Context: an optimization exercise on an open-source flow, tuned for small area, a short achievable clock period and few clock cycles per item. The choices shown serve that exercise and are no tape-out recipe. Where RTL was checked, it was by simulation tests only, not by an equivalence proof against the original. Only the layout flow was run in runs 3 and 6 to 9; the RTL was not checked for function there. Power figures rest on the tool's default switching activity, not on a simulated workload.

==> design/flow/design.v <==
module non_rest #(parameter n=16, s=16) (output wire [s-1:0] QUOTIENT, REMAINDER, output wire done,
    input wire [n-1:0] x, y, input wire clk, reset, start);
    reg [15:0] Q, R, M;    
    reg [3:0]  cnt;        
    reg        fin;
    assign QUOTIENT  = Q;
    assign REMAINDER = R;
    assign done      = fin;
    wire        busy = |cnt;
    wire [16:0] T    = {R, Q[15]};
    wire [17:0] D    = {1'b0, T} - {2'b0, M};
    wire        qb   = ~D[17];
    wire y_le1 = ~|y[15:1];
    wire q0    = y_le1 & (~y[0] | x[15]);
    wire r0    = x[15] & ~(y_le1 & y[0]);
    wire c8 = |y[15:8];
    wire c4 = |y[15:4];
    always @(posedge clk, posedge reset)
        if (reset) begin
            cnt <= 4'd0; fin <= 1'b0;
        end else if (start) begin
            if (c8) begin cnt <= 4'd8; fin <= 1'b0; end
            else if (c4) begin cnt <= 4'd12; fin <= 1'b0; end
            else begin cnt <= 4'd15; fin <= 1'b0; end
        end else if (busy) begin
            cnt <= cnt - 4'd1;
            if (cnt == 4'd1) fin <= 1'b1;
        end
    always @(posedge clk)
        if (start) begin
            M <= y;
            if (c8) begin R <= {8'd0, x[15:8]}; Q <= {x[7:0], 8'd0}; end
            else if (c4) begin R <= {12'd0, x[15:12]}; Q <= {x[11:0], 4'd0}; end
            else begin R <= {15'd0, r0}; Q <= {x[14:0], q0}; end
        end else if (busy) begin
            R <= qb ? D[15:0] : T[15:0];
            Q <= {Q[14:0], qb};
        end
endmodule
==> design/flow/flow/run.sh <==
#!/bin/bash
# Standard layout, with the port buffers made from buf_1 cells instead of the
# default choice; the resizer still upsizes any of them that timing needs.
set -euo pipefail
bash standard.sh "BUFFER_PORTS_ARGS=-buffer_cell sky130_fd_sc_hd__buf_1" finish > orfs_make.log 2>&1
==> design/flow/standard.sh <==
#!/bin/bash
# synth_recipe.tcl (not shown) runs the flow's synth.tcl, then flattens the netlist and writes it again
# the make line also repeats each setting of config.mk as NAME=value (left out here)
make -C /OpenROAD-flow-scripts/flow DESIGN_CONFIG=/design/flow/config.mk WORK_HOME=/design/flow/orfs CLKGATE_MAP_FILE= SYNTH_SCRIPT=/design/flow/synth_recipe.tcl "${@:-finish}"
==> design/flow/config.mk <==
export PLATFORM = sky130hd
export DESIGN_NAME = non_rest
export DESIGN_NICKNAME = non_rest
export VERILOG_FILES = /design/flow/design.v
export SDC_FILE = /design/flow/constraint.sdc
export NUM_CORES = 4
export LEC_CHECK = 0
export CAP_MARGIN = 20
export CORE_MARGIN = 2
export CORE_UTILIZATION = 40
export SETUP_SLACK_MARGIN = 3.6
export SLEW_MARGIN = 20
==> design/flow/constraint.sdc <==
create_clock -name core_clock -period 6.0 [get_ports {clk}]
set_input_delay 1.2000 -clock core_clock [delete_from_list [all_inputs] [get_ports {clk}]]
set_output_delay 1.2000 -clock core_clock [all_outputs]
set_load 0.01 [all_outputs]
==> impl_metrics.ini, run 1 <==
[run_status]
status = timing/DRC/antenna clean

[setup_path]
slowest_stage = or4_4
worstSetupPathType = reg2reg
worstPathCellList = ha_4 -> a21oi_4 -> o21a_1 -> or4_4 -> and3_2 -> nand3_1 -> o41ai_4
start_kind = flip-flop
critPathTopFamily = simple AND/OR/NAND/NOR gates
path_buf_inv = 0
slowest_delay_ps = 550
cp.required_ps = 6070
end_kind = flip-flop
crit_fanout = 5
arrival_ps = 2500

[synth]
synthFlopType = edfxtp_1
synth.yosys.seq_area_share = 0.461
yosysUniqueCellTypes = 47
synth_edf_count = 48
yosysWarnings = 1
synth_area_um2 = 3390
synth_top_area_share = 0.425
async_reset_ff_frac = 0.0943
synth_area_leaders = edfxtp_1, ha_1, nand2_1
synth_seq_cells = 53
syn_area_per_cell_um2 = 10.1
synth.largest_area_cell = edfxtp_1
syn_nets = 390
syn_inst = 335

[timing]
slew_violations = 0
period_share = 0.406
fmax_ghz = 0.411
fin_skew_ps = 10.9
setup-tns-final_ps = 0
grt_setup_unrepaired = true
relSlewSlack = 0.324
hold_ws_ps = 526
setup_violations = 0
hold_viol = 0
fin_crit_ps = 2440
tightest_slew_ps = 1010

[clock_tree]
cts_tree = built
clk_path_buf_depth = 2
cts_root_buf = clkbuf_8
cts_htree_levels = 2
insertion_delay_ps = 320
numCtsBuffers = 5
cts.clk_slew.worst_paths_ps = 110
cts_sinks = 53

[final_layout]
drive_gt1_frac = 0.200
layout_commonest_cell = buf_1
n_fill_cell = 767
diodes = 0
final_cell_mix = buf_1, edfxtp_1, nand2_1, inv_1, a21oi_1
nNetsFinal = 475
area_growth_pct = 27.9
fin_util = 0.529

[detailed_routing]
wl_per_cell_um = 18.3
post-route-drc-count = 0
drt-vias-per-instance = 5.74
postRouteAntennaNets = 0
finalWirelength_mm = 9.62
drtIter0Drc = 229
vias = 3020
drtPass1Iterations = 5

[floorplan]
io_pins = 68
die_h_um = 96.1
rows = 33
dieArea_um2 = 9240
core_area_um2 = 8220
die_w_um = 96.1
start_util = 0.413

[job]
max_cap_violations = 0

[grt]
antenna_found_initial = 0
grtUsageTotal = 0.206
overflow = 0
grt_pass1_wl_mm = 14.2
grt_max_degree = 47
grt_pass1_vias = 2696

[min_path]
holdCritPathClass = reg2reg

[pwr]
p_leak_nw = 1.64
p_per_area_nw_per_um2 = 424
ir_drop_uv = 200

[placed_design]
gp_congestion = 0.880
port_buffers = 67
dpl.hpwl_mm = 6.09
==> tightest hold or removal path: stages, from the launching register on <==
cell and delay (ps):
dfrtp_1 360, a31oi_1 40, nor2_1 90
==> layer usage <==
metal | part of all wire | vias up | track usage
met5 | 0 | - | 0
met4 | 0.014 | 0 | 0.0619
met3 | 0.052 | 14 | 0.0313
met2 | 0.48 | 110 | 0.323
met1 | 0.45 | 1480 | 0.294
li1 | - | 1416 | -
==> through the flow <==
stage	cell area [um2]	cells	power [mW]	setup WS (ps)
after floorplan	3440	335	1.17	3480
after global placement	3730	493	1.36	2760
after detailed placement	3730	493	1.38	2710
final	4340	526	1.84	3560
after global routing	4340	526	1.96	3540
after CTS	4050	511	1.70	3590
==> path summary, 6_finish.rpt <==
| path | startpoint | to | slack, ps | depth (start not counted) |
|---|---|---|---|---|
| min reg2reg | fin | fin | 530 | 2 |
| min | fin | fin | 530 | 2 |
| max | R[5] | R[12] | 3560 | 7 |
| min in group asynchronous | reset | cnt[0] | 730 | 2 |
| max reg2reg | R[5] | R[12] | 3560 | 7 |
| max in group asynchronous | reset | fin | 5100 | 2 |
==> state kept, by name, summed over array words and instances (netlist names) <==
| signal | cells |
|---|---|
| M | 16 |
| Q | 16 |
| R | 16 |
| cnt | 4 |
| fin | 1 |
==> area by class of cell <==
cell class | instances | area [um2] | share of cell area
Clock inverter | 3 | 22.5 | 0.00519
Inverter | 25 | 96.3 | 0.0222
Sequential cell | 53 | 1570 | 0.361
Clock buffer | 5 | 68.8 | 0.0158
Timing Repair Buffer | 90 | 462 | 0.106
Tap cell | 105 | 131 | 0.0303
Multi-Input combinational cell | 245 | 2000 | 0.460
==> synthesized netlist by cell type (2+ instances only) <==
cell type	n
edfxtp_1	48
nand2_1	43
a21oi_1	27
inv_1	24
o21ai_0	21
ha_1	19
mux2i_1	14
nor2_1	11
xnor2_1	10
nand3_1	9
a211oi_1	8
mux2_2	8
nand2b_1	8
nor3_1	7
o2bb2ai_1	7
a31oi_1	6
dfrtp_1	5
buf_1	4
clkbuf_1	4
nand4_1	4
nor3b_1	4
nor4_1	4
o211ai_1	4
o21a_1	4
buf_2	3
clkbuf_2	3
a21o_1	2
a21oi_2	2
a311oi_1	2
o22ai_1	2
o41ai_2	2
==> report_power, final <==
group / switching [mW] / internal (mW) / leakage, nW
combinational: 0.556 / 0.435 / 1.01
sequential: 0.0979 / 0.533 / 0.576
clock: 0.136 / 0.0834 / 0.0481
==> cell families (layout without fill, tap and decap cells) <==
logic type / after synthesis / after routing / share of synthesized area
xor+xnor: 10 / 10 / 0.0258
compound gates: 93 / 93 / 0.179
simple gates: 96 / 100 / 0.139
mux: 22 / 22 / 0.0678
fa+ha+maj: 20 / 20 / 0.0759
buf+inv: 41 / 123 / 0.0509
flops: 53 / 53 / 0.461
==> timing repair <==
| action | CTS | global route |
|---|---|---|
| resized for setup | 32 | 32 |
| endpoints found under the setup margin | 67 | 53 |
| gates cloned | 3 | 2 |
| hold buffers | 0 | 0 |
| buffers inserted | 7 | 13 |
| pin swaps | 3 | 16 |
Testbench counts, summed over its fixed seeds: cycles 19,649, divisions 1,600.
==> run 2, diff against run 1 <==
--- a/design/flow/config.mk
+++ b/design/flow/config.mk
@@ -8,5 +8,5 @@
 export CAP_MARGIN = 20
 export CORE_MARGIN = 2
 export CORE_UTILIZATION = 40
-export SETUP_SLACK_MARGIN = 3.6
+export SETUP_SLACK_MARGIN = 3.3
 export SLEW_MARGIN = 20
==> run 2 against run 1 <==
Against the previous run: flip-flop and latch count unchanged; non-clock buffer count decreased by 20; synthesized cell count stayed put; via count shrank 7.3%; sequential power shrank 3%; clock power is essentially flat; die area did not move; combinational power is 24% lower; wire length down 14%; register-to-register slack got worse by 170 ps; critical path type unchanged; critical endpoint unchanged; highest routed layer unchanged.
==> impl_metrics.ini, run 2 <==
[run_status]
status = timing/DRC/antenna clean

[setup_path]
crit_path_start = R[5]
crit_fanout = 13
cp.required_ps = 6080
crit_end = R[12]
worstReg2RegStart = R[5]
end_kind = flip-flop
worstSetupPathType = reg2reg
reg2reg_slack_ps = 3390
start_kind = flip-flop
arrival_ps = 2690
r2r-end = R[12]
r2r_cells = 6

[clock_tree]
post_cts_buffers = 0
cts_htree_levels = 2
cts_tree = built
cts_sinks = 53
cts.clk_slew.worst_paths_ps = 100
cts_root_buf = clkbuf_8
insertion_delay_ps = 310
numCtsBuffers = 5
clk_path_buf_depth = 2

[floorplan]
die_h_um = 96.1
dieArea_um2 = 9240
rows = 33
core_area_um2 = 8220
start_util = 0.413
die_w_um = 96.1
io_pins = 68

[pwr]
p_leak_nw = 1.46
p_total_mw = 1.59
p_sw_frac = 0.416
p_int_uw = 925
p_comb_frac = 0.475
p_per_area_nw_per_um2 = 410
ir_drop_uv = 172
pwr-share-seq = 0.388
p_switching_uw = 660
power.share.clock = 0.137

[final_layout]
area_growth_pct = 14.0
nNetsFinal = 452
finish.instance_area_um2 = 3870
n_fill_cell = 792
drive_gt1_frac = 0.0854
fin_cells = 503
layout_commonest_cell = buf_1
diodes = 0
final_cell_mix = buf_1, edfxtp_1, nand2_1, a21oi_1, inv_1
reg.largest.list = M: 16 flops, Q: 16 flops, R: 16 flops
fin_util = 0.471

[placed_design]
dpl.hpwl_mm = 6.01
port_buffers = 67
place_worst_setup_slack_ps = 2710
gp_congestion = 0.886
placed_area_um2 = 3730
dp_cells = 494

[timing]
worst_slack_ps = 3390
grt_setup_unrepaired = false
hold_ws_ps = 531
tightest_slew_ps = 598
hold_viol = 0
slew_violations = 0
setup_violations = 0
fin_skew_ps = 12.1
relSlewSlack = 0.600
setup-tns-final_ps = 0
fin_crit_ps = 2610
period_share = 0.435
fmax_ghz = 0.383

[grt]
antenna_found_initial = 0
overflow = 0
grt_pass1_vias = 2487
grt_pass1_wl_mm = 12.9
grt_max_degree = 47
grtUsageTotal = 0.182

[synth]
async_reset_ff_frac = 0.0943
synth_area_um2 = 3390
synth.yosys.seq_area_share = 0.461
syn_nets = 390
synth_edf_count = 48
syn_area_per_cell_um2 = 10.1
yosysMostFrequentCell = edfxtp_1
yosysWarnings = 1
synth.largest_area_cell = edfxtp_1
synth_seq_cells = 53
syn_inst = 335
synthFlopType = edfxtp_1
synth_top_area_share = 0.425
yosysUniqueCellTypes = 47
synth_area_leaders = edfxtp_1, ha_1, nand2_1
synthTopCellsByCount = edfxtp_1, nand2_1, a21oi_1, inv_1, o21ai_0

[detailed_routing]
drt-vias-per-instance = 5.57
vias = 2801
wl_per_cell_um = 16.5
finalWirelength_mm = 8.32
post-route-drc-count = 0
drtPass1Iterations = 4
postRouteAntennaNets = 0
drtIter0Drc = 165

[min_path]
holdCritPathClass = reg2reg

[job]
max_cap_violations = 0
[run 2: cell types whose count changed in the layout (fill, tap and decap cells not counted), sizes merged]
cell / previous run / this run
nand3: 12 / 10
clkinv: 3 / 0
and3: 3 / 2
clkinvlp: 0 / 1
clkbuf: 7 / 8
buf: 88 / 69
[run 2: per-layer routing]
| layer | track usage | routed length (um) | part of all wire |
|---|---|---|---|
| met1 | 0.262 | 3860 | 0.46 |
| met2 | 0.287 | 3920 | 0.47 |
| met3 | 0.0290 | 414 | 0.050 |
| met4 | 0.0393 | 115 | 0.014 |
| met5 | 0 | 0 | 0 |
[run 2: layout make-up]
cell class	count	area (um2)	area share
timing repair buffer	70	279	0.0721
sequential	53	1570	0.405
clock buffer	7	86.3	0.0223
tap	105	131	0.0340
clock inverter	1	7.51	0.00194
multi-input combinational	242	1700	0.440
inverter	25	93.8	0.0243
[run 2: cell families (layout without fill, tap and decap cells)]
logic type               after synthesis  in the layout  synth area share
buffers and inverters                 41            103            0.0509
AND/OR/NAND/NOR                       96             97             0.139
adder cells (fa/ha/maj)               20             20            0.0759
flip-flops                            53             53             0.461
XOR/XNOR                              10             10            0.0258
multiplexers                          22             22            0.0678
AO/OA/AOI/OAI                         93             93             0.179
[run 2: critical path: stages (launching register included)]
cell and delay (ps):
edfxtp_1 470, ha_1 450, a21oi_2 110, o21a_1 230, or4_4 450, and3_4 250
o41ai_2 420
[run 2: worst min-delay path by stage]
stage,from,endpoint,slack (ps),cells after the start
after floorplan,cnt[3],cnt[3],490,2
after global placement,fin,fin,490,2
after detailed placement,cnt[3],cnt[3],520,2
after CTS,cnt[3],cnt[3],540,2
after global routing,cnt[3],cnt[3],590,2
final,fin,fin,530,2
[run 2: power groups by stage]
stage               registers, mW  logic, mW  clock network (mW)
floorplan                   0.636      0.531                   0
global placement            0.627      0.737                   0
detailed placement          0.625      0.746                   0
CTS                         0.617      0.751               0.222
global route                0.628      0.848               0.235
finish                      0.615      0.753               0.217
[run 2: what timing repair did]
action,4_1_cts,5_1_grt
pin swaps,0,2
cloned,0,1
setup endpoints to repair,56,21
gates resized for setup,2,7
hold buffers,0,0
==> run 3, diff against run 2 <==
--- a/design/flow/design.v
+++ b/design/flow/design.v
@@ -13,13 +13,15 @@
     wire y_le1 = ~|y[15:1];
     wire q0    = y_le1 & (~y[0] | x[15]);
     wire r0    = x[15] & ~(y_le1 & y[0]);
+    wire c12 = |y[15:12];
     wire c8 = |y[15:8];
     wire c4 = |y[15:4];
     always @(posedge clk, posedge reset)
         if (reset) begin
             cnt <= 4'd0; fin <= 1'b0;
         end else if (start) begin
-            if (c8) begin cnt <= 4'd8; fin <= 1'b0; end
+            if (c12) begin cnt <= 4'd4; fin <= 1'b0; end
+            else if (c8) begin cnt <= 4'd8; fin <= 1'b0; end
             else if (c4) begin cnt <= 4'd12; fin <= 1'b0; end
             else begin cnt <= 4'd15; fin <= 1'b0; end
         end else if (busy) begin
@@ -29,7 +31,8 @@
     always @(posedge clk)
         if (start) begin
             M <= y;
-            if (c8) begin R <= {8'd0, x[15:8]}; Q <= {x[7:0], 8'd0}; end
+            if (c12) begin R <= {4'd0, x[15:4]}; Q <= {x[3:0], 12'd0}; end
+            else if (c8) begin R <= {8'd0, x[15:8]}; Q <= {x[7:0], 8'd0}; end
             else if (c4) begin R <= {12'd0, x[15:12]}; Q <= {x[11:0], 4'd0}; end
             else begin R <= {15'd0, r0}; Q <= {x[14:0], q0}; end
         end else if (busy) begin
--- a/design/flow/config.mk
+++ b/design/flow/config.mk
@@ -8,5 +8,5 @@
 export CAP_MARGIN = 20
 export CORE_MARGIN = 2
 export CORE_UTILIZATION = 40
-export SETUP_SLACK_MARGIN = 3.3
+export SETUP_SLACK_MARGIN = 3.5
 export SLEW_MARGIN = 20
==> run 3 against run 2 <==
Against the previous run: setup slack better by 88 ps; register-to-register slack improved by 210 ps; sequential power about the same; power up 12%; clock power increased by 19%; first-iteration DRC count increased by 24%; synthesized cell count is the same; flip-flop and latch count unchanged; sequential share of layout area down 3.3 points.
==> impl_metrics.ini, run 3 <==
[timing]
fin_skew_ps = 19.2
relSlewSlack = 0.482
fmax_ghz = 0.397
grt_setup_unrepaired = true
tightest_slew_ps = 776
hold_ws_ps = 516
fin_crit_ps = 2520
slew_violations = 0
period_share = 0.420
setup-tns-final_ps = 0
setup_violations = 0
hold_viol = 0

[clock_tree]
cts_sinks = 53
numCtsBuffers = 5
cts_tree = built
ctsHoldBuffers = 0
insertion_delay_ps = 320
clk_path_buf_depth = 2
cts.clk_slew.worst_paths_ps = 90
cts_root_buf = clkbuf_8
cts_htree_levels = 2

[setup_path]
start_kind = primary input
critPathTopFamily = compound AO/OA/AOI/OAI gates
crit_fanout = 6
arrival_ps = 2570
worstPathCellList = buf_1 -> or4_4 -> a221o_1 -> o211ai_1 -> o311ai_1
slowest_delay_ps = 600
r2r-end = R[0]
worstReg2RegStart = R[13]
slowest_stage = or4_4
path_buf_inv = 1
end_kind = flip-flop
crit_end = R[2]
crit_path_start = y[8]
r2r_cells = 7
crit_cells = 5
reg2reg_slack_ps = 3600
cp.required_ps = 6050
worstSetupPathType = in2reg

[synth]
synth_area_leaders = edfxtp_1, ha_1, mux2i_1
synthTopCellsByCount = edfxtp_1, a21oi_1, nor2_1, inv_1, mux2i_1
yosysUniqueCellTypes = 58
async_reset_ff_frac = 0.0943
synth_seq_cells = 53
syn_nets = 390
yosysWarnings = 1
syn_inst = 335
synthFlopType = edfxtp_1
synth_area_um2 = 3490
synth_edf_count = 48
synth.yosys.seq_area_share = 0.449
synth.largest_area_cell = edfxtp_1
synth_top_area_share = 0.413
syn_area_per_cell_um2 = 10.4
yosysMostFrequentCell = edfxtp_1

[placed_design]
gp_congestion = 0.894
port_buffers = 67
dpl.hpwl_mm = 6.40

[detailed_routing]
drtIter0Drc = 205
post-route-drc-count = 0
postRouteAntennaNets = 0
vias = 2915
wl_per_cell_um = 17.6
drt-vias-per-instance = 5.58
finalWirelength_mm = 9.18
drtPass1Iterations = 5

[final_layout]
final_cell_mix = buf_1, edfxtp_1, a21oi_1, nor2_1, inv_1
layout_commonest_cell = buf_1
drive_gt1_frac = 0.147
reg.largest.list = M: 16 flops, Q: 16 flops, R: 16 flops
area_growth_pct = 20.6
n_fill_cell = 822
diodes = 0
ff_latch_area_um2 = 1570
multiInputGateArea_um2 = 1890
nNetsFinal = 468

[floorplan]
dieArea_um2 = 9490
core_area_um2 = 8590
die_w_um = 97.4
rows = 34
io_pins = 68
start_util = 0.406
die_h_um = 97.4

[pwr]
p_leak_nw = 1.60
p_per_area_nw_per_um2 = 421
ir_drop_uv = 164

[grt]
antenna_found_initial = 0
overflow = 0
grt_max_degree = 53
grt_pass1_vias = 2793
grtUsageTotal = 0.187
grt_pass1_wl_mm = 14.4

[job]
max_cap_violations = 0

[min_path]
hp-start = fin
holdCritPathClass = reg2reg

[run_status]
status = timing/DRC/antenna clean
run 3: worst min-delay path by stage:
| stage | to | slack (ps) | cells past startpoint |
|---|---|---|---|
| 2_1_floorplan | cnt[1] | 530 | 2 |
| 3_3_place_gp | fin | 490 | 2 |
| 3_5_place_dp | fin | 510 | 2 |
| 4_1_cts | fin | 530 | 2 |
| 5_1_grt | fin | 550 | 2 |
| 6_report | fin | 520 | 2 |
run 3: final cells by class:
class | count | area share
clock inverter | 2 | 0.00891
inverter | 25 | 0.0232
timing repair buffer | 83 | 0.0941
clock buffer | 6 | 0.0196
multi-input combinational | 244 | 0.448
sequential | 53 | 0.372
timing repair inverter | 1 | 0.00178
tap | 108 | 0.0321
run 3: metrics by stage:
step	std cells	power, mW	area (um2)	util	setup slack [ps]
3_5_place_dp	499	1.46	3890	0.453	2610
3_3_place_gp	499	1.45	3890	0.453	2620
2_1_floorplan	335	1.26	3600	-	3350
5_1_grt	522	1.89	4210	0.490	3450
4_1_cts	514	1.73	4100	0.477	3490
6_report	522	1.77	4210	0.490	3480
run 3: timing repair:
action,CTS,global route
setup buffers,5,7
setup endpoints to repair,59,16
endpoints found under the hold margin,0,0
pin swaps,2,1
gates resized for setup,7,12
gates cloned,2,1
run 3: kinds of logic after synthesis:
group                    share of synthesized area
AND/OR/NAND/NOR                              0.122
buffers and inverters                       0.0523
XOR/XNOR                                    0.0351
adder cells (fa/ha/maj)                     0.0738
multiplexers                                0.0631
AO/OA/AOI/OAI                                0.205
flip-flops                                   0.449
run 3: worst min-delay path, stage by stage, from the launching register on:
cell and delay [ps]:
dfrtp_1 350, a31oi_1 50, nor2_1 80
run 3: power breakdown:
group / internal, mW / leakage (nW) / switching (mW)
combinational: 0.375 / 0.968 / 0.529
sequential: 0.532 / 0.574 / 0.0802
clock: 0.136 / 0.0574 / 0.122
total: 1.04 / 1.60 / 0.731
run 3: routing by layer:
metal	track usage	wire (um)	share of wire
met5	0	0	0
met4	0.0385	64	0.0070
met3	0.0245	441	0.048
met2	0.317	4510	0.49
met1	0.260	4160	0.45
==> run 4, diff against run 3 <==
--- a/design/flow/design.v
+++ b/design/flow/design.v
@@ -30,7 +30,6 @@
         end
     always @(posedge clk)
         if (start) begin
-            M <= y;
             if (c12) begin R <= {4'd0, x[15:4]}; Q <= {x[3:0], 12'd0}; end
             else if (c8) begin R <= {8'd0, x[15:8]}; Q <= {x[7:0], 8'd0}; end
             else if (c4) begin R <= {12'd0, x[15:12]}; Q <= {x[11:0], 4'd0}; end
@@ -39,4 +38,6 @@
             R <= qb ? D[15:0] : T[15:0];
             Q <= {Q[14:0], qb};
         end
+    always @(posedge clk)
+        if (!busy) M <= y;
 endmodule
--- a/design/flow/config.mk
+++ b/design/flow/config.mk
@@ -7,6 +7,6 @@
 export LEC_CHECK = 0
 export CAP_MARGIN = 20
 export CORE_MARGIN = 2
-export CORE_UTILIZATION = 40
+export CORE_UTILIZATION = 50
 export SETUP_SLACK_MARGIN = 3.5
 export SLEW_MARGIN = 20
==> run 4 against run 3 <==
Against the previous run: largest power group unchanged; sequential power grew 7.5%; global-route usage up 4.4 points; highest routed layer unchanged; critical endpoint unchanged; fmax up 1.7%.
==> impl_metrics.ini, run 4 <==
[clock_tree]
clk_path_buf_depth = 2
cts_htree_levels = 2
cts_sinks = 53
cts.clk_slew.worst_paths_ps = 100
insertion_delay_ps = 300
cts_tree = built
numCtsBuffers = 5
ctsHoldBuffers = 0
cts_root_buf = clkbuf_8

[setup_path]
r2r_cells = 9
slowest_stage = or4_4
end_kind = flip-flop
crit_fanout = 23
arrival_ps = 2530
critPathTopFamily = simple AND/OR/NAND/NOR gates
path_buf_inv = 1
start_kind = primary input
cp.required_ps = 6060
r2r-end = R[12]
slowest_delay_ps = 710
worstSetupPathType = in2reg
worstPathCellList = buf_1 -> or4_4 -> a221o_1 -> o21ai_0 -> mux2i_1
worstReg2RegStart = Q[15]
reg2reg_slack_ps = 3600

[synth]
synth.yosys.seq_area_share = 0.450
synth.largest_area_cell = edfxtp_1
synthTopCellsByCount = edfxtp_1, a21oi_1, nor2_1, inv_1, mux2i_1
synthFlopType = edfxtp_1
yosysMostFrequentCell = edfxtp_1
synth_seq_cells = 53
syn_area_per_cell_um2 = 10.5
async_reset_ff_frac = 0.0943
yosysUniqueCellTypes = 55
syn_inst = 332
synth_top_area_share = 0.414
synth_edf_count = 48
yosysWarnings = 1
synth_area_leaders = edfxtp_1, mux2i_1, ha_1
syn_nets = 387
synth_area_um2 = 3480

[placed_design]
place_worst_setup_slack_ps = 2440
port_buffers = 67
dpl.hpwl_mm = 6.35
gp_congestion = 0.859
placed_area_um2 = 3790

[floorplan]
dieArea_um2 = 7650
die_h_um = 87.5
io_pins = 68
core_area_um2 = 6760
start_util = 0.516
die_w_um = 87.5
rows = 30

[final_layout]
reg.largest.list = M: 16 flops, Q: 16 flops, R: 16 flops
diodes = 0
fin_util = 0.602
final_cell_mix = buf_1, edfxtp_1, a21oi_1, mux2i_1, inv_1
nNetsFinal = 459
drive_gt1_frac = 0.121
area_growth_pct = 16.7
finish.instance_area_um2 = 4070
layout_commonest_cell = buf_1
n_fill_cell = 624

[grt]
grt_max_degree = 34
grt_pass1_wl_mm = 13.8
overflow = 0
grt_pass1_vias = 2770
grtUsageTotal = 0.231
antenna_found_initial = 0

[pwr]
p_switching_uw = 824
p_sw_frac = 0.420
pwr-share-seq = 0.336
p_int_mw = 1.14
p_comb_frac = 0.543
p_total_mw = 1.96
power.share.clock = 0.121
p_per_area_nw_per_um2 = 482
p_leak_nw = 1.54
ir_drop_uv = 209

[detailed_routing]
drt-vias-per-instance = 5.83
drtPass1Iterations = 4
drtIter0Drc = 151
postRouteAntennaNets = 0
wl_per_cell_um = 17.4
post-route-drc-count = 0
vias = 2826
finalWirelength_mm = 8.42

[timing]
hold_viol = 0
slew_violations = 0
setup-tns-final_ps = 0
setup_violations = 0
fmax_ghz = 0.404
fin_skew_ps = 10.6
period_share = 0.413
fin_crit_ps = 2480
relSlewSlack = 0.380
grt_setup_unrepaired = true
tightest_slew_ps = 929
worst_slack_ps = 3520

[min_path]
holdCritPathClass = reg2reg
holdPathStages = 2
min_to = fin
hp-start = fin

[run_status]
status = timing/DRC/antenna clean

[job]
max_cap_violations = 0
==> run 4: how the worst max path moves through the flow <==
stage / start / to / cells past startpoint
floorplan: y[13] / R[7] / 5
finish: y[13] / R[2] / 5
global placement: start / cnt[1] / 5
detailed placement: start / cnt[1] / 5
CTS: y[13] / R[5] / 5
global route: Q[15] / R[12] / 9
==> run 4: kinds of logic (layout without fill, tap and decap cells) <==
| family | Yosys count | in the layout | synth area share |
|---|---|---|---|
| XOR/XNOR | 15 | 15 | 0.0377 |
| flip-flops | 53 | 53 | 0.450 |
| adder cells (fa/ha/maj) | 20 | 20 | 0.0740 |
| AND/OR/NAND/NOR | 77 | 77 | 0.111 |
| multiplexers | 26 | 26 | 0.0747 |
| AO/OA/AOI/OAI | 101 | 101 | 0.201 |
| buffers and inverters | 40 | 113 | 0.0524 |
==> run 4: what timing repair did <==
| action | in CTS | in global routing |
|---|---|---|
| gates resized for setup | 12 | 8 |
| cloned | 1 | 0 |
| setup buffers | 4 | 5 |
| endpoints found under the setup margin | 65 | 37 |
| pin swaps | 2 | 0 |
==> run 4: metal layers <==
layer / vias to the layer above / GRT usage / share of wire
met5: - / 0 / 0
li1: 1387 / - / -
met1: 1355 / 0.333 / 0.48
met2: 76 / 0.364 / 0.47
met4: 0 / 0.0699 / 0.015
met3: 8 / 0.0313 / 0.036
==> run 4: per-stage QoR <==
| stage | hold WS, ps | std cells |
|---|---|---|
| after floorplan | 505 | 332 |
| after global placement | 520 | 467 |
| after detailed placement | 517 | 467 |
| after CTS | 538 | 480 |
| after global routing | 564 | 485 |
| final | 524 | 485 |
==> run 4: layout make-up <==
| class | instances | area, um2 | area share |
|---|---|---|---|
| timing repair buffer | 78 | 350 | 0.0861 |
| clock buffer | 6 | 72.6 | 0.0178 |
| clock inverter | 2 | 33.8 | 0.00831 |
| inverter | 26 | 101 | 0.0249 |
| sequential | 53 | 1570 | 0.385 |
| timing repair inverter | 1 | 7.51 | 0.00185 |
| multi-input combinational | 239 | 1840 | 0.451 |
| tap | 80 | 100 | 0.0246 |
==> run 4: worst register-to-register path: cells and delay by family (launching register included) <==
kind	cells	cell delay, ps
buffers and inverters	1	60
and+or+nand+nor	1	190
adders and majority gates	2	580
DFF	1	380
AOI/OAI and AO/OA	5	1040
==> run 4: power groups by stage <==
stage / sequential, mW / clock, mW / combinational [mW]
floorplan: 0.689 / 0 / 0.772
global placement: 0.666 / 0 / 1.03
detailed placement: 0.668 / 0 / 1.03
CTS: 0.659 / 0.240 / 1.05
global route: 0.676 / 0.256 / 1.19
finish: 0.659 / 0.236 / 1.07
Testbench counts of run 4, summed over its fixed seeds: cycles 18,501, divisions 1,600.
==> run 5, diff against run 4 <==
--- a/design/flow/config.mk
+++ b/design/flow/config.mk
@@ -5,6 +5,7 @@
 export SDC_FILE = /design/flow/constraint.sdc
 export NUM_CORES = 4
 export LEC_CHECK = 0
+export ABC_AREA = 1
 export CAP_MARGIN = 20
 export CORE_MARGIN = 2
 export CORE_UTILIZATION = 50
==> run 5 against run 4 <==
Against the previous run: hold slack got worse by 15 ps; core utilization is 2.1 points lower; combinational power increased by 9%; non-clock buffer count fell by 4; power increased by 3.7%; largest cell class unchanged.
==> impl_metrics.ini, run 5 <==
[pwr]
p_switching_uw = 969
p_per_area_nw_per_um2 = 458
p_total_mw = 2.03
p_leak_nw = 2.14
p_sw_frac = 0.477
p_comb_frac = 0.575
p_int_mw = 1.06
power.share.clock = 0.098
ir_drop_uv = 209
pwr-share-seq = 0.327

[clock_tree]
insertion_delay_ps = 300
cts.clk_slew.worst_paths_ps = 90
clk_path_buf_depth = 2
ctsHoldBuffers = 0
cts_htree_levels = 2
cts_root_buf = clkbuf_8
cts_tree = built
cts_sinks = 53
numCtsBuffers = 5

[detailed_routing]
vias = 3721
drt-vias-per-instance = 5.31
post-route-drc-count = 0
finalWirelength_mm = 10.9
postRouteAntennaNets = 0
drtPass1Iterations = 5
wl_per_cell_um = 15.5
drtIter0Drc = 250

[final_layout]
reg.largest.list = M: 16 flops, Q: 16 flops, R: 16 flops
nNetsFinal = 653
final_cell_mix = nand2_1, inv_1, buf_1, edfxtp_1, nand3_1
area_growth_pct = 13.9
layout_commonest_cell = nand2_1
n_fill_cell = 778
drive_gt1_frac = 0.0634
finish.instance_area_um2 = 4440
diodes = 0

[floorplan]
die_w_um = 92.3
core_area_um2 = 7650
rows = 32
io_pins = 68
start_util = 0.510
die_h_um = 92.3
dieArea_um2 = 8520

[setup_path]
start_kind = primary input
arrival_ps = 2610
cp.required_ps = 6180
end_kind = flip-flop
crit_fanout = 16
worstSetupPathType = in2reg

[timing]
setup-tns-final_ps = 0
hold_ws_ps = 509
slew_violations = 0
tightest_slew_ps = 799
hold_viol = 0
relSlewSlack = 0.467
fmax_ghz = 0.412
grt_setup_unrepaired = false
setup_violations = 0
fin_skew_ps = 4.54
fin_crit_ps = 2430
period_share = 0.405

[synth]
synth.yosys.seq_area_share = 0.402
synth_area_um2 = 3900
syn_area_per_cell_um2 = 7.36
yosysWarnings = 1
syn_nets = 585
syn_inst = 530
synth.largest_area_cell = edfxtp_1
synth_top_area_share = 0.370
yosysUniqueCellTypes = 35
yosysMostFrequentCell = nand2_1
synth_area_leaders = edfxtp_1, nand2_1, inv_1
synth_edf_count = 48
synthTopCellsByCount = nand2_1, inv_1, nand3_1, edfxtp_1, nor2_1
synth_seq_cells = 53
async_reset_ff_frac = 0.0943
synthFlopType = edfxtp_1

[placed_design]
gp_congestion = 0.891
dpl.hpwl_mm = 8.14
placed_area_um2 = 4210
port_buffers = 67

[min_path]
holdCritPathClass = reg2reg

[grt]
grtUsageTotal = 0.256
grt_pass1_vias = 3494
overflow = 0
grt_pass1_wl_mm = 17.2
grt_max_degree = 42
antenna_found_initial = 0

[job]
max_cap_violations = 0

[run_status]
status = timing/DRC/antenna clean
==> run 5: layout make-up <==
type                            instances  area (um2)  share of cell area
Tap cell                              102         128              0.0287
Timing Repair Buffer                   74         312              0.0701
Multi-Input combinational cell        376        2020               0.455
Inverter                               88         334              0.0752
Clock inverter                          2        10.0             0.00225
Clock buffer                            6        72.6              0.0163
Sequential cell                        53        1570               0.353
==> run 5: routing by layer <==
layer / vias to the layer above / share of wire / track usage
li1: 1875 / - / -
met1: 1731 / 0.43 / 0.342
met2: 103 / 0.51 / 0.446
met3: 12 / 0.052 / 0.0317
met4: 0 / 0.012 / 0.0560
met5: - / 0 / 0
==> run 5: stage by stage <==
stage | setup slack [ps] | cells | utilization
floorplan | 3580 | 530 | -
global placement | 2610 | 684 | 0.550
detailed placement | 2650 | 684 | 0.550
CTS | 3510 | 692 | 0.569
global route | 3500 | 701 | 0.581
finish | 3570 | 701 | 0.581
==> run 5: cell families (layout without fill, tap and decap cells) <==
kind of cell | count (synthesis) | count (layout) | synth area share
compound gates | 56 | 56 | 0.0844
flops | 53 | 53 | 0.402
simple gates | 288 | 291 | 0.322
fa+ha+maj | 20 | 20 | 0.0661
xor+xnor | 9 | 9 | 0.0202
buf+inv | 104 | 170 | 0.106
==> run 5: power groups by stage <==
| stage | logic, mW | clock network [mW] | registers [mW] |
|---|---|---|---|
| 2_1_floorplan | 0.812 | 0 | 0.687 |
| 3_3_place_gp | 1.10 | 0 | 0.671 |
| 3_5_place_dp | 1.11 | 0 | 0.673 |
| 4_1_cts | 1.13 | 0.206 | 0.665 |
| 5_1_grt | 1.33 | 0.217 | 0.679 |
| 6_report | 1.17 | 0.199 | 0.665 |
==> run 5: path summary, 6_finish.rpt <==
| path | slack (ps) | to | cells past startpoint | startpoint |
|---|---|---|---|---|
| max in group asynchronous | 5070 | cnt[3] | 2 | reset |
| max reg2reg | 3690 | cnt[0] | 6 | cnt[0] |
| min reg2reg | 510 | fin | 2 | fin |
| min | 510 | fin | 2 | fin |
| min in group asynchronous | 750 | cnt[2] | 2 | reset |
| max | 3570 | R[0] | 11 | y[5] |
==> run 5: critical path: stages <==
cell	delay, ps
buf_1	100
nor2_2	300
nand3_4	270
clkinvlp_4	200
buf_4	150
nor2_1	40
nor2_1	90
nand2_1	60
nand2_1	50
nand2_1	70
nand2_1	70
==> run 5: repair_timing <==
| item | in CTS | in global routing |
|---|---|---|
| resized for setup | 13 | 7 |
| setup endpoints to repair | 67 | 30 |
| gates cloned | 0 | 3 |
| buffers inserted | 0 | 6 |
| pin swaps | 0 | 3 |
==> run 6, diff against run 5 <==
==> design/flow/design.v (replaced) <==
module non_rest #(parameter n=16, s=16) (output wire [s-1:0] QUOTIENT, REMAINDER, output wire done,
    input wire [n-1:0] x, y, input wire clk, reset, start);
    reg [15:0] Q, R, M;
    reg [3:0]  cnt;
    reg        fin;
    assign QUOTIENT  = Q;
    assign REMAINDER = R;
    assign done      = fin;
    wire        busy = |cnt;
    wire [16:0] T    = {R, Q[15]};
    wire [17:0] D    = {1'b0, T} - {2'b0, M};
    wire        qb   = ~D[17];
    wire y_le1 = ~|y[15:1];
    wire q0    = y_le1 & (~y[0] | x[15]);
    wire r0    = x[15] & ~(y_le1 & y[0]);
    always @(posedge clk, posedge reset)
        if (reset) begin
            cnt <= 4'd0; fin <= 1'b0;
        end else if (start) begin
            cnt <= 4'd15; fin <= 1'b0;
        end else if (busy) begin
            cnt <= cnt - 4'd1;
            if (cnt == 4'd1) fin <= 1'b1;
        end
    always @(posedge clk)
        if (start) begin
            M <= y;
            R <= {15'd0, r0};
            Q <= {x[14:0], q0};
        end else if (busy) begin
            R <= qb ? D[15:0] : T[15:0];
            Q <= {Q[14:0], qb};
        end
endmodule
==> design/flow/run.sh (new file) <==
#!/bin/bash
# synth_recipe.tcl (not shown) runs the flow's synth.tcl, then flattens the netlist and writes it again
# the make line also repeats each setting of config.mk as NAME=value (left out here)
make -C /OpenROAD-flow-scripts/flow DESIGN_CONFIG=/design/flow/config.mk WORK_HOME=/design/flow/orfs CLKGATE_MAP_FILE= SYNTH_SCRIPT=/design/flow/synth_recipe.tcl finish
==> design/flow/config.mk (replaced) <==
export PLATFORM = sky130hd
export DESIGN_NAME = non_rest
export DESIGN_NICKNAME = non_rest
export VERILOG_FILES = /design/flow/design.v
export SDC_FILE = /design/flow/constraint.sdc
export NUM_CORES = 4
export LEC_CHECK = 0
export CAP_MARGIN = 20
export CORE_MARGIN = 2
export CORE_UTILIZATION = 40
export SLEW_MARGIN = 20
removed: design/flow/flow/run.sh
removed: design/flow/standard.sh
==> run 6 against run 5 <==
Against the previous run: first-iteration DRC count is 43% lower; critical path type unchanged; synthesized cell count fell by 37%; clock power grew 8%; fmax down 15%; critical endpoint is now Q[8]; still clean; register-to-register slack got worse by 380 ps; die area grew 5.8%; flip-flop and latch count is the same.
==> impl_metrics.ini, run 6 <==
[setup_path]
crit_fanout = 42
worstReg2RegStart = R[9]
start_kind = primary input
cp.required_ps = 5960
critPathTopFamily = buffers and inverters
worstSetupPathType = in2reg
slowest_delay_ps = 640
crit_cells = 4
r2r-end = R[8]
arrival_ps = 2800
worstPathCellList = buf_2 -> buf_4 -> inv_1 -> nand2_1
reg2reg_slack_ps = 3310
path_buf_inv = 3
r2r_cells = 7
crit_path_start = start
slowest_stage = nand2_1
end_kind = flip-flop

[timing]
grt_setup_unrepaired = false
relSlewSlack = 0.345
fmax_ghz = 0.351
slew_violations = 0
setup_violations = 0
setup-tns-final_ps = 0
tightest_slew_ps = 982
fin_crit_ps = 2850
worst_slack_ps = 3150
period_share = 0.475
fin_skew_ps = 12.3
hold_viol = 0

[final_layout]
final_cell_mix = clkdlybuf4s50_1, edfxtp_1, inv_1, o21ai_0
reg.largest.list = M: 16 flops, Q: 16 flops, R: 16 flops
drive_gt1_frac = 0.0921
n_fill_cell = 756
nNetsFinal = 445
layout_commonest_cell = clkdlybuf4s50_1
area_growth_pct = 23.5
diodes = 0
multiInputGateArea_um2 = 1680
ff_latch_area_um2 = 1420

[floorplan]
die_w_um = 95.0
core_area_um2 = 8130
die_h_um = 95.0
start_util = 0.407
dieArea_um2 = 9020
rows = 33
io_pins = 68

[detailed_routing]
postRouteAntennaNets = 0
vias = 2767
drtPass1Iterations = 4
met1_length_mm = 3.88
finalWirelength_mm = 8.17
met3WireLength_um = 289
drt-vias-per-instance = 5.58
wl_met2_mm = 3.89
top_layer_used = met4
wl_per_cell_um = 16.5
drtIter0Drc = 142
post-route-drc-count = 0

[synth]
synthFlopType = edfxtp_1
synth.yosys.seq_area_share = 0.428
synthTopCellsByCount = edfxtp_1, inv_1, o21ai_0
yosysWarnings = 1
synth_top_area_share = 0.299
synth_adder_area_share = 0.0779
synth_area_leaders = edfxtp_1, dfxtp_1, ha_1
syn_nets = 390
synth_compound_area_frac = 0.223
synth_xor_area_frac = 0.0185
async_reset_ff_frac = 0.0943
syn_inst = 335
synth_edf_count = 33
synth.largest_area_cell = edfxtp_1
syn_area_per_cell_um2 = 9.88
yosysMostFrequentCell = edfxtp_1
synth.area.mux_share = 0.0571
synth_seq_cells = 53
yosysUniqueCellTypes = 63
synthSimpleGateAreaFrac = 0.131
synth_top_family_by_area = compound AO/OA/AOI/OAI gates
synth_area_um2 = 3310

[clock_tree]
clk_path_buf_depth = 2
cts_htree_levels = 2
cts_root_buf = clkbuf_8
cts_resized = 0
ctsHoldBuffers = 0
cts.clk_slew.worst_paths_ps = 100
cts_sinks = 53
numCtsBuffers = 5
insertion_delay_ps = 320
cts_tree = built
post_cts_buffers = 0

[min_path]
hp-start = R[15]
holdCritPathClass = reg2reg
holdPathStages = 2
min_to = R[15]

[job]
max_cap_violations = 0

[pwr]
p_per_area_nw_per_um2 = 267
p_leak_nw = 1.60
ir_drop_uv = 118

[placed_design]
port_buffers = 67
place_worst_setup_slack_ps = 2800
dpl.hpwl_mm = 5.95
gp_congestion = 0.877

[grt]
overflow = 0
grtUsageTotal = 0.185
grt_max_degree = 43
grt_pass1_vias = 2522
antenna_found_initial = 0
grt_pass1_wl_mm = 12.9

[run_status]
status = timing/DRC/antenna clean
-- run 6: cell count changes after synthesis, moves of 11 or more --
cell / previous run / this run
nand4_1: 15 / 4
inv_1: 86 / 27
mux2_2: 0 / 15
nor2_1: 46 / 19
nand3_1: 49 / 12
dfxtp_1: 0 / 15
edfxtp_1: 48 / 33
nand2_1: 164 / 19
-- run 6: cell type report --
type	count	share of cell area
Multi-Input combinational cell	235	0.411
Sequential cell	53	0.347
Timing Repair Buffer	68	0.165
Tap cell	105	0.0321
Inverter	27	0.0248
Clock buffer	6	0.0178
Clock inverter	2	0.00337
-- run 6: stage by stage --
step | instance area (um2) | instances | power (mW) | util | hold WS, ps
after CTS | 4090 | 496 | 1.10 | 0.502 | 511
after global placement | 4000 | 488 | 0.876 | 0.492 | 495
final | 4090 | 496 | 1.09 | 0.502 | 507
after global routing | 4090 | 496 | 1.16 | 0.502 | 563
after detailed placement | 4000 | 488 | 0.881 | 0.492 | 495
after floorplan | 3310 | 335 | 0.735 | - | 499
-- run 6: worst max path at each step --
stage	end
2_1_floorplan	Q[0]
4_1_cts	Q[9]
6_report	Q[8]
3_3_place_gp	Q[2]
5_1_grt	Q[1]
3_5_place_dp	Q[3]
-- run 6: worst reg2reg max path: stages (launching register included) --
cell,delay [ps]
dfxtp_1,440
ha_1,360
a21oi_2,210
o21ai_1,130
o311ai_1,330
and2_1,640
nand2_1,170
o311a_1,320
-- run 6: metal layers --
layer / track usage / vias to the layer above
met1: 0.252 / 1338
met4: 0.0471 / 0
met5: 0 / -
met3: 0.0295 / 9
met2: 0.307 / 62
li1: - / 1358
-- run 6: cell families after synthesis --
| logic type | after synthesis |
|---|---|
| and+or+nand+nor | 85 |
| xor gates and xnor gates | 7 |
| DFF | 53 |
| adders and majority gates | 20 |
| AOI/OAI and AO/OA | 106 |
| muxes | 17 |
| buffers and inverters | 47 |
-- run 6: power by group --
group          total (mW)  switching [mW]  internal [mW]
combinational       0.407           0.212          0.195
sequential          0.469          0.0376          0.432
clock               0.215           0.131         0.0838
total                1.09           0.380          0.711
==> run 7, diff against run 6 <==
--- a/design/flow/config.mk
+++ b/design/flow/config.mk
@@ -8,4 +8,5 @@
 export CAP_MARGIN = 20
 export CORE_MARGIN = 2
 export CORE_UTILIZATION = 40
+export SETUP_SLACK_MARGIN = 3.5
 export SLEW_MARGIN = 20
==> run 7 against run 6 <==
Against the previous run: still clean; die area unchanged; first-iteration DRC count up 2.1%; clock skew down 5.3 ps; cell count up 1.0%; flip-flop and latch count unchanged; critical path depth up 1; final area up 3.5%; largest cell class unchanged; sequential power about the same; setup slack better by 330 ps; wire length up 2.0%; combinational power up 4.9%; core utilization up 1.8 points.
==> impl_metrics.ini, run 7 <==
[run_status]
status = timing/DRC/antenna clean

[job]
max_cap_violations = 0

[timing]
grt_setup_unrepaired = true
fmax_ghz = 0.397
fin_crit_ps = 2520
period_share = 0.420
worst_slack_ps = 3480
relSlewSlack = 0.569
tightest_slew_ps = 644
hold_viol = 0
setup-tns-final_ps = 0
fin_skew_ps = 7.00
slew_violations = 0
setup_violations = 0

[grt]
grt_pass1_wl_mm = 12.9
grt_max_degree = 43
grt_pass1_vias = 2579
overflow = 0
grtUsageTotal = 0.185
antenna_found_initial = 0

[clock_tree]
ctsHoldBuffers = 0
numCtsBuffers = 5
cts_tree = built
insertion_delay_ps = 310
clk_path_buf_depth = 2
cts_sinks = 53
cts.clk_slew.worst_paths_ps = 100
cts_root_buf = clkbuf_8
cts_htree_levels = 2

[final_layout]
fin_cells = 501
drive_gt1_frac = 0.174
finish.instance_area_um2 = 4230
n_fill_cell = 733
layout_commonest_cell = clkdlybuf4s50_1
reg.largest.list = M: 16 flops, Q: 16 flops, R: 16 flops
fin_util = 0.520
area_growth_pct = 27.8
diodes = 0
final_cell_mix = clkdlybuf4s50_1, edfxtp_1, o21ai_0, inv_1, ha_1
nNetsFinal = 450

[floorplan]
core_area_um2 = 8130
start_util = 0.407
die_h_um = 95.0
die_w_um = 95.0
rows = 33
dieArea_um2 = 9020
io_pins = 68

[detailed_routing]
finalWirelength_mm = 8.34
drtIter0Drc = 145
postRouteAntennaNets = 0
drtPass1Iterations = 4
wl_per_cell_um = 16.6
post-route-drc-count = 0
vias = 2836
drt-vias-per-instance = 5.66

[synth]
synth_area_um2 = 3310
yosysMostFrequentCell = edfxtp_1
yosysUniqueCellTypes = 63
synth.yosys.seq_area_share = 0.428
syn_nets = 390
synthTopCellsByCount = edfxtp_1, inv_1, o21ai_0
yosysWarnings = 1
synth.largest_area_cell = edfxtp_1
synth_top_area_share = 0.299
synth_area_leaders = edfxtp_1, dfxtp_1, ha_1
synth_seq_cells = 53
syn_inst = 335
synth_edf_count = 33
syn_area_per_cell_um2 = 9.88
async_reset_ff_frac = 0.0943
synthFlopType = edfxtp_1

[placed_design]
dpl.hpwl_mm = 5.89
gp_congestion = 0.888
placed_area_um2 = 4020
place_worst_setup_slack_ps = 3040
port_buffers = 67
dp_cells = 490

[min_path]
holdCritPathClass = reg2reg

[pwr]
ir_drop_uv = 107
p_per_area_nw_per_um2 = 262
p_leak_nw = 1.66

[setup_path]
cp.required_ps = 6060
crit_fanout = 2
start_kind = primary input
end_kind = flip-flop
worstSetupPathType = in2reg
arrival_ps = 2580
==> run 7: layer usage <==
| metal | vias up | track usage | wire (um) |
|---|---|---|---|
| li1 | 1369 | - | - |
| met1 | 1379 | 0.250 | 3770 |
| met2 | 78 | 0.314 | 4100 |
| met3 | 10 | 0.0287 | 341 |
| met4 | 0 | 0.0399 | 120 |
| met5 | - | 0 | 0 |
==> run 7: area by class of cell <==
| type | count | area (um2) | area share |
|---|---|---|---|
| Multi-Input combinational cell | 235 | 1760 | 0.416 |
| Sequential cell | 53 | 1430 | 0.339 |
| Timing Repair Buffer | 73 | 714 | 0.169 |
| Tap cell | 105 | 131 | 0.0311 |
| Inverter | 27 | 105 | 0.0249 |
| Clock buffer | 6 | 72.6 | 0.0172 |
| Clock inverter | 2 | 15.0 | 0.00355 |
==> run 7: final timing paths <==
path                            slack (ps)  cells past startpoint   from      to
max in group asynchronous             4750                      2  reset  cnt[0]
worst max register to register        3540                      7   R[0]   R[13]
min in group asynchronous             1080                      2  reset     fin
worst max-delay path                  3480                      5   y[7]    R[0]
worst min-delay path                   510                      2  R[15]   R[15]
worst min register to register         510                      2  R[15]   R[15]
==> run 7: per-stage QoR <==
| stage | power (mW) | hold slack, ps |
|---|---|---|
| after global routing | 1.17 | 540 |
| after detailed placement | 0.880 | 499 |
| after floorplan | 0.736 | 499 |
| after CTS | 1.10 | 513 |
| after global placement | 0.877 | 496 |
| final | 1.11 | 508 |
==> run 7: repair_timing <==
action | in CTS | in global routing
cloned | 0 | 0
resized for setup | 19 | 17
endpoints found under the setup margin | 39 | 34
pin swaps | 0 | 0
buffers inserted | 1 | 2
==> run 7: kinds of logic (layout without fill, tap and decap cells) <==
family	count (synthesis)	count (layout)	synth area share
DFF	53	53	0.428
muxes	17	17	0.0571
xor gates and xnor gates	7	7	0.0185
AOI/OAI and AO/OA	106	106	0.223
buffers and inverters	47	108	0.0650
adders and majority gates	20	20	0.0779
and+or+nand+nor	85	85	0.131
==> run 7: critical path, cell delays in order <==
cell and delay, ps:
clkdlybuf4s50_1 450, nor4_2 400, nand4_1 220, o211ai_1 210, o31ai_1 90
==> run 7: where the power goes <==
| group | internal, mW | switching [mW] | leakage [nW] |
|---|---|---|---|
| clock network | 0.0827 | 0.128 | 0.0374 |
| logic | 0.204 | 0.223 | 1.10 |
| registers | 0.436 | 0.0366 | 0.521 |
| total | 0.723 | 0.388 | 1.66 |
==> run 8, diff against run 7 <==
--- a/design/flow/config.mk
+++ b/design/flow/config.mk
@@ -8,5 +8,5 @@
 export CAP_MARGIN = 20
 export CORE_MARGIN = 2
 export CORE_UTILIZATION = 40
-export SETUP_SLACK_MARGIN = 3.5
+export SETUP_SLACK_MARGIN = 4.2
 export SLEW_MARGIN = 20
==> run 8 against run 7 <==
Against the previous run: first-iteration DRC count up 63%; count of clock-buffer cells in the layout fell by 1; critical path depth increased by 5; cell count grew 9.4%; register-to-register slack better by 130 ps; critical endpoint is now R[8]; non-clock buffer count grew 43; sequential share of layout area decreased by 5.0 points; wire length is 17% higher.
==> impl_metrics.ini, run 8 <==
[run_status]
status = timing/DRC/antenna clean

[synth]
synth_edf_count = 33
yosysMostFrequentCell = edfxtp_1
yosysWarnings = 1
yosysUniqueCellTypes = 63
syn_nets = 390
synth_adder_area_share = 0.0779
synth_top_area_share = 0.299
synth.yosys.seq_area_share = 0.428
synth_compound_area_frac = 0.223
synth_area_um2 = 3310
syn_area_per_cell_um2 = 9.88
synthFlopType = edfxtp_1
synth.area.mux_share = 0.0571
synth_area_leaders = edfxtp_1, dfxtp_1, ha_1
synth_top_family_by_area = compound AO/OA/AOI/OAI gates
async_reset_ff_frac = 0.0943
synthTopCellsByCount = edfxtp_1, inv_1, o21ai_0
synthSimpleGateAreaFrac = 0.131
synth.largest_area_cell = edfxtp_1
syn_inst = 335
synth_xor_area_frac = 0.0185
synth_seq_cells = 53

[grt]
antenna_found_initial = 0
overflow = 0
grtUsageTotal = 0.216
grt_pass1_wl_mm = 15.0
grt_pass1_vias = 3008
grt_max_degree = 43

[setup_path]
end_kind = flip-flop
worstPathCellList = inv_2 -> ha_4 -> fa_2 -> nor2b_4 -> o2111ai_4 -> buf_4 -> a21oi_2 -> or3_1 -> a221o_1 -> o311a_1
arrival_ps = 2550
start_kind = flip-flop
cp.required_ps = 6210
slowest_delay_ps = 470
crit_fanout = 4
worstSetupPathType = reg2reg
slowest_stage = edfxtp_1

[placed_design]
gp_congestion = 0.891
place_worst_setup_slack_ps = 3120
port_buffers = 67
dpl.hpwl_mm = 5.92
placed_area_um2 = 4210

[final_layout]
finish.instance_area_um2 = 5030
reg.largest.list = M: 16 flops, Q: 16 flops, R: 16 flops
diodes = 0
final_cell_mix = buf_4, edfxtp_1, inv_1, o21ai_0, buf_6
layout_commonest_cell = buf_4
nNetsFinal = 497
drive_gt1_frac = 0.454
area_growth_pct = 52.1

[detailed_routing]
drtPass1Iterations = 5
postRouteAntennaNets = 0
post-route-drc-count = 0
drt-vias-per-instance = 5.68
wl_per_cell_um = 17.8
vias = 3112
finalWirelength_mm = 9.76
drtIter0Drc = 237

[timing]
fin_crit_ps = 2330
hold_viol = 0
setup_violations = 0
period_share = 0.389
relSlewSlack = 0.624
fin_skew_ps = 12.6
worst_slack_ps = 3670
hold_ws_ps = 515
grt_setup_unrepaired = true
setup-tns-final_ps = 0
tightest_slew_ps = 562
slew_violations = 0
fmax_ghz = 0.429

[clock_tree]
cts_root_buf = clkbuf_8
cts_tree = built
numCtsBuffers = 5
insertion_delay_ps = 320
cts.clk_slew.worst_paths_ps = 100
cts_sinks = 53
clk_path_buf_depth = 2
cts_htree_levels = 2

[floorplan]
dieArea_um2 = 9020
start_util = 0.407
core_area_um2 = 8130
io_pins = 68
rows = 33
die_h_um = 95.0
die_w_um = 95.0

[pwr]
ir_drop_uv = 151
p_leak_nw = 2.07
p_per_area_nw_per_um2 = 252
p_total_mw = 1.27

[job]
max_cap_violations = 0

[min_path]
holdCritPathClass = reg2reg
==> run 8: cell counts after synthesis <==
No cell type changed its count.
==> run 8: cell type report <==
cell class,instances,area (um2)
Tap cell,105,131
Fill cell,676,3100
Sequential cell,53,1450
Timing Repair Buffer,116,1040
Clock buffer,5,68.8
Inverter,27,109
Multi-Input combinational cell,239,2210
Clock inverter,3,17.5
==> run 8: worst max-delay path, delay by kind of cell (launching register included) <==
| family | cells | cell delay (ps) |
|---|---|---|
| fa+ha+maj | 2 | 360 |
| buf+inv | 2 | 260 |
| flops | 1 | 470 |
| simple gates | 2 | 380 |
| compound gates | 4 | 760 |
==> run 8: path summary, 6_finish.rpt <==
kind,depth (start not counted),slack (ps),startpoint,end
max reg2reg,10,3670,Q[15],R[8]
min,2,510,fin,fin
min reg2reg,2,510,fin,fin
max,10,3670,Q[15],R[8]
max in group asynchronous,2,4760,reset,cnt[1]
min in group asynchronous,2,1070,reset,fin
==> run 8: layer usage <==
metal	wire length, um	vias to the layer above	track usage
li1	-	1474	-
met1	4490	1514	0.291
met2	4600	104	0.353
met3	418	20	0.0311
met4	252	0	0.0809
met5	0	-	0
==> run 8: stage by stage <==
step | utilization | cells
global route | 0.619 | 548
detailed placement | 0.518 | 487
floorplan | - | 335
finish | 0.619 | 548
CTS | 0.594 | 538
global placement | 0.518 | 487
==> run 8: cell families (layout without fill, tap and decap cells) <==
family / Yosys count / after routing
AO/OA/AOI/OAI: 106 / 108
AND/OR/NAND/NOR: 85 / 87
flip-flops: 53 / 53
buffers and inverters: 47 / 151
adder cells (fa/ha/maj): 20 / 20
multiplexers: 17 / 17
XOR/XNOR: 7 / 7
==> run 8: timing repair <==
item | CTS | global route
buffers inserted | 39 | 10
setup endpoints to repair | 103 | 69
resized for setup | 233 | 37
pin swaps | 33 | 29
gates cloned | 4 | 0
hold buffers | 0 | 0
==> run 8: power breakdown <==
part / total, mW / leakage [nW] / switching, mW / internal, mW
clock: 0.210 / 0.0455 / 0.129 / 0.0813
sequential: 0.477 / 0.524 / 0.0391 / 0.438
combinational: 0.580 / 1.50 / 0.291 / 0.289
==> run 9, diff against run 8 <==
==> design/flow/flow/run.sh (new file) <==
#!/bin/bash
# Standard layout, with the port buffers made from buf_1 cells instead of the
# default choice; the resizer still upsizes any of them that timing needs.
set -euo pipefail
bash standard.sh "BUFFER_PORTS_ARGS=-buffer_cell sky130_fd_sc_hd__buf_1" finish > orfs_make.log 2>&1
==> design/flow/standard.sh (new file) <==
#!/bin/bash
# synth_recipe.tcl (not shown) runs the flow's synth.tcl, then flattens the netlist and writes it again
# the make line also repeats each setting of config.mk as NAME=value (left out here)
make -C /OpenROAD-flow-scripts/flow DESIGN_CONFIG=/design/flow/config.mk WORK_HOME=/design/flow/orfs CLKGATE_MAP_FILE= SYNTH_SCRIPT=/design/flow/synth_recipe.tcl "${@:-finish}"
--- a/design/flow/config.mk
+++ b/design/flow/config.mk
@@ -8,5 +8,5 @@
 export CAP_MARGIN = 20
 export CORE_MARGIN = 2
 export CORE_UTILIZATION = 40
-export SETUP_SLACK_MARGIN = 4.2
+export SETUP_SLACK_MARGIN = 3.5
 export SLEW_MARGIN = 20
removed: design/flow/run.sh
==> run 9 against run 8 <==
Against the previous run: setup slack got worse by 33 ps; clock skew is 8.1 ps lower; fmax is 1.4% lower; via count is 12% lower; highest routed layer unchanged; non-clock buffer count fell by 40; count of clock-buffer cells in the layout increased by 1; still clean; clock power barely moved; global-route usage shrank 4.0 points; synthesized cell count did not move; core utilization is 15 points lower; die area did not move; critical path type unchanged.
==> impl_metrics.ini, run 9 <==
[run_status]
status = timing/DRC/antenna clean

[synth]
synth_area_um2 = 3310
syn_nets = 390
synthTopCellsByCount = edfxtp_1, inv_1, o21ai_0
synthFlopType = edfxtp_1
yosysMostFrequentCell = edfxtp_1
synth_edf_count = 33
yosysWarnings = 1
yosysUniqueCellTypes = 63
synth_top_area_share = 0.299
synth.largest_area_cell = edfxtp_1
syn_inst = 335
synth_area_leaders = edfxtp_1, dfxtp_1, ha_1
synth_seq_cells = 53
synth.yosys.seq_area_share = 0.428
async_reset_ff_frac = 0.0943
syn_area_per_cell_um2 = 9.88

[clock_tree]
cts_htree_levels = 2
numCtsBuffers = 5
cts.clk_slew.worst_paths_ps = 100
ctsHoldBuffers = 0
cts_root_buf = clkbuf_8
insertion_delay_ps = 310
clk_path_buf_depth = 2
cts_sinks = 53
cts_tree = built

[setup_path]
cp.required_ps = 6230
worstReg2RegStart = R[10]
reg2reg_slack_ps = 3630
critPathTopFamily = compound AO/OA/AOI/OAI gates
crit_fanout = 18
r2r-end = R[12]
crit_path_start = R[10]
crit_end = R[12]
start_kind = flip-flop
arrival_ps = 2590
crit_cells = 7
worstSetupPathType = reg2reg
end_kind = flip-flop
slowest_delay_ps = 450
worstPathCellList = ha_1 -> nand4_1 -> nor2_2 -> nand2_1 -> a21o_4 -> a211o_1 -> a311oi_2
path_buf_inv = 0
r2r_cells = 7
slowest_stage = ha_1

[grt]
grtUsageTotal = 0.177
antenna_found_initial = 0
use_met3 = 0.0295
grt_pass1_vias = 2511
top_usage_layer = met2
grt_max_degree = 43
grt_pass1_wl_mm = 12.2
overflow = 0
use_met1 = 0.240
met2_usage = 0.291

[final_layout]
nNetsFinal = 453
diodes = 0
final_cell_mix = buf_1, edfxtp_1, o21ai_0, inv_1, ha_1
drive_gt1_frac = 0.143
reg.largest.list = M: 16 flops, Q: 16 flops, R: 16 flops
area_growth_pct = 15.1
fin_util = 0.468
layout_commonest_cell = buf_1

[detailed_routing]
drt-vias-per-instance = 5.44
post-route-drc-count = 0
wl_per_cell_um = 15.4
drtIter0Drc = 145
vias = 2743
drtPass1Iterations = 4
postRouteAntennaNets = 0
finalWirelength_mm = 7.78

[timing]
setup_violations = 0
fin_skew_ps = 4.50
period_share = 0.394
tightest_slew_ps = 841
grt_setup_unrepaired = false
hold_ws_ps = 509
relSlewSlack = 0.438
fin_crit_ps = 2370
hold_viol = 0
setup-tns-final_ps = 0
fmax_ghz = 0.423
slew_violations = 0

[placed_design]
gp_congestion = 0.822
dpl.hpwl_mm = 5.69
port_buffers = 67

[pwr]
p_int_uw = 676
power.share.clock = 0.199
p_total_mw = 1.06
p_per_area_nw_per_um2 = 278
p_sw_frac = 0.362
p_comb_frac = 0.361
pwr-share-seq = 0.441
p_switching_uw = 384
ir_drop_uv = 114
p_leak_nw = 1.48

[min_path]
holdCritPathClass = reg2reg
hp-start = R[15]

[floorplan]
die_w_um = 95.0
die_h_um = 95.0
start_util = 0.407
io_pins = 68
dieArea_um2 = 9020
rows = 33
core_area_um2 = 8130

[job]
max_cap_violations = 0
## run 9: cell counts after synthesis
No cell type changed its count.
## run 9: worst min-delay path by stage
stage,endpoint,cells after the start,slack (ps)
final,R[15],2,510
after global routing,fin,2,570
after CTS,R[15],2,520
after detailed placement,fin,2,500
after global placement,fin,2,490
after floorplan,cnt[1],2,500
## run 9: final cells by class
| class | instances | area, um2 |
|---|---|---|
| clock inverter | 2 | 13.8 |
| inverter | 27 | 105 |
| multi-input combinational | 235 | 1750 |
| fill | 809 | 4320 |
| clock buffer | 6 | 72.6 |
| timing repair buffer | 76 | 320 |
| sequential | 53 | 1420 |
| tap | 105 | 131 |
## run 9: power groups by stage
stage	Combinational [mW]	Sequential (mW)	Clock, mW
after floorplan	0.256	0.479	0
after global placement	0.347	0.477	0
after detailed placement	0.351	0.477	0
after CTS	0.358	0.469	0.217
after global routing	0.422	0.474	0.232
final	0.383	0.468	0.211
## run 9: through the flow
step	setup slack, ps	cells	instance area, um2
after global routing	3500	504	3810
after global placement	3090	488	3590
after detailed placement	3050	488	3590
after floorplan	3580	335	3310
final	3630	504	3810
after CTS	3520	497	3700
## run 9: cell families (layout without fill, tap and decap cells)
kind of cell | after synthesis | in the layout | synth area share
compound gates | 106 | 106 | 0.223
fa+ha+maj | 20 | 20 | 0.0779
flops | 53 | 53 | 0.428
mux | 17 | 17 | 0.0571
buf+inv | 47 | 111 | 0.0650
xor+xnor | 7 | 7 | 0.0185
simple gates | 85 | 85 | 0.131
## run 9: metal layers
| metal | wire, um | vias to the layer above | part of all wire |
|---|---|---|---|
| met2 | 3800 | 57 | 0.49 |
| li1 | - | 1375 | - |
| met3 | 275 | 9 | 0.035 |
| met5 | 0 | - | 0 |
| met4 | 131 | 0 | 0.017 |
| met1 | 3570 | 1302 | 0.46 |
## run 9: timing repair
| action | 4_1_cts | 5_1_grt |
|---|---|---|
| resized for setup | 6 | 13 |
| setup buffers | 1 | 7 |
| setup endpoints to repair | 27 | 28 |
| pin swaps | 0 | 1 |
| endpoints found under the hold margin | 0 | 0 |
## run 9: worst min-delay path, cell delays in order (launching register included)
cell	delay (ps)
dfxtp_1	340
nand3_1	70
nand3_1	60

## afterwards: timing with drivers on the ports
In the flow no input, the clock included, has a driving cell. The finished layouts below were timed again as built, in two steps. Step 1 sets driving cells, clkbuf_16 on the clock port and buf_2 on the other inputs (assumed; they add their load-dependent delay and slew). Step 2 times the ports against the registers' clock, not the clock port: input delays grow and output delays shrink by t, the midpoint of the rising clock arrivals with the driver on. Three values: no drivers, after step 1, after step 2; two values: the first two.
| run | t, ns | setup WS [ns] | hold WS [ns] | pins driven straight from the clock port |
|---|---|---|---|---|
| run 1 | 0.348 | 3.565 / 3.565 / 3.304 | 0.526 / 0.526 / 0.526 | 1 |
| run 2 | 0.336 | 3.392 / 3.392 / 3.105 | 0.531 / 0.531 / 0.531 | 1 |
| run 3 | 0.341 | 3.480 / 3.492 / 3.152 | 0.516 / 0.516 / 0.516 | 1 |
| run 4 | 0.328 | 3.522 / 3.533 / 3.206 | 0.524 / 0.524 / 0.524 | 1 |
| run 5 | 0.332 | 3.570 / 3.582 / 3.250 | 0.509 / 0.509 / 0.509 | 1 |
| run 6 | 0.343 | 3.152 / 3.160 / 2.817 | 0.507 / 0.507 / 0.507 | 1 |
| run 7 | 0.341 | 3.481 / 3.489 / 3.148 | 0.508 / 0.508 / 0.508 | 1 |
| run 8 | 0.348 | 3.667 / 3.667 / 3.582 | 0.515 / 0.515 / 0.515 | 1 |
| run 9 | 0.337 | 3.635 / 3.635 / 3.354 | 0.509 / 0.509 / 0.509 | 1 |
After both steps every run listed still meets setup and hold. For run 6, which loses most, drivers alone change the setup slack by +0.008 ns; drivers and shift together by -0.335 ns.
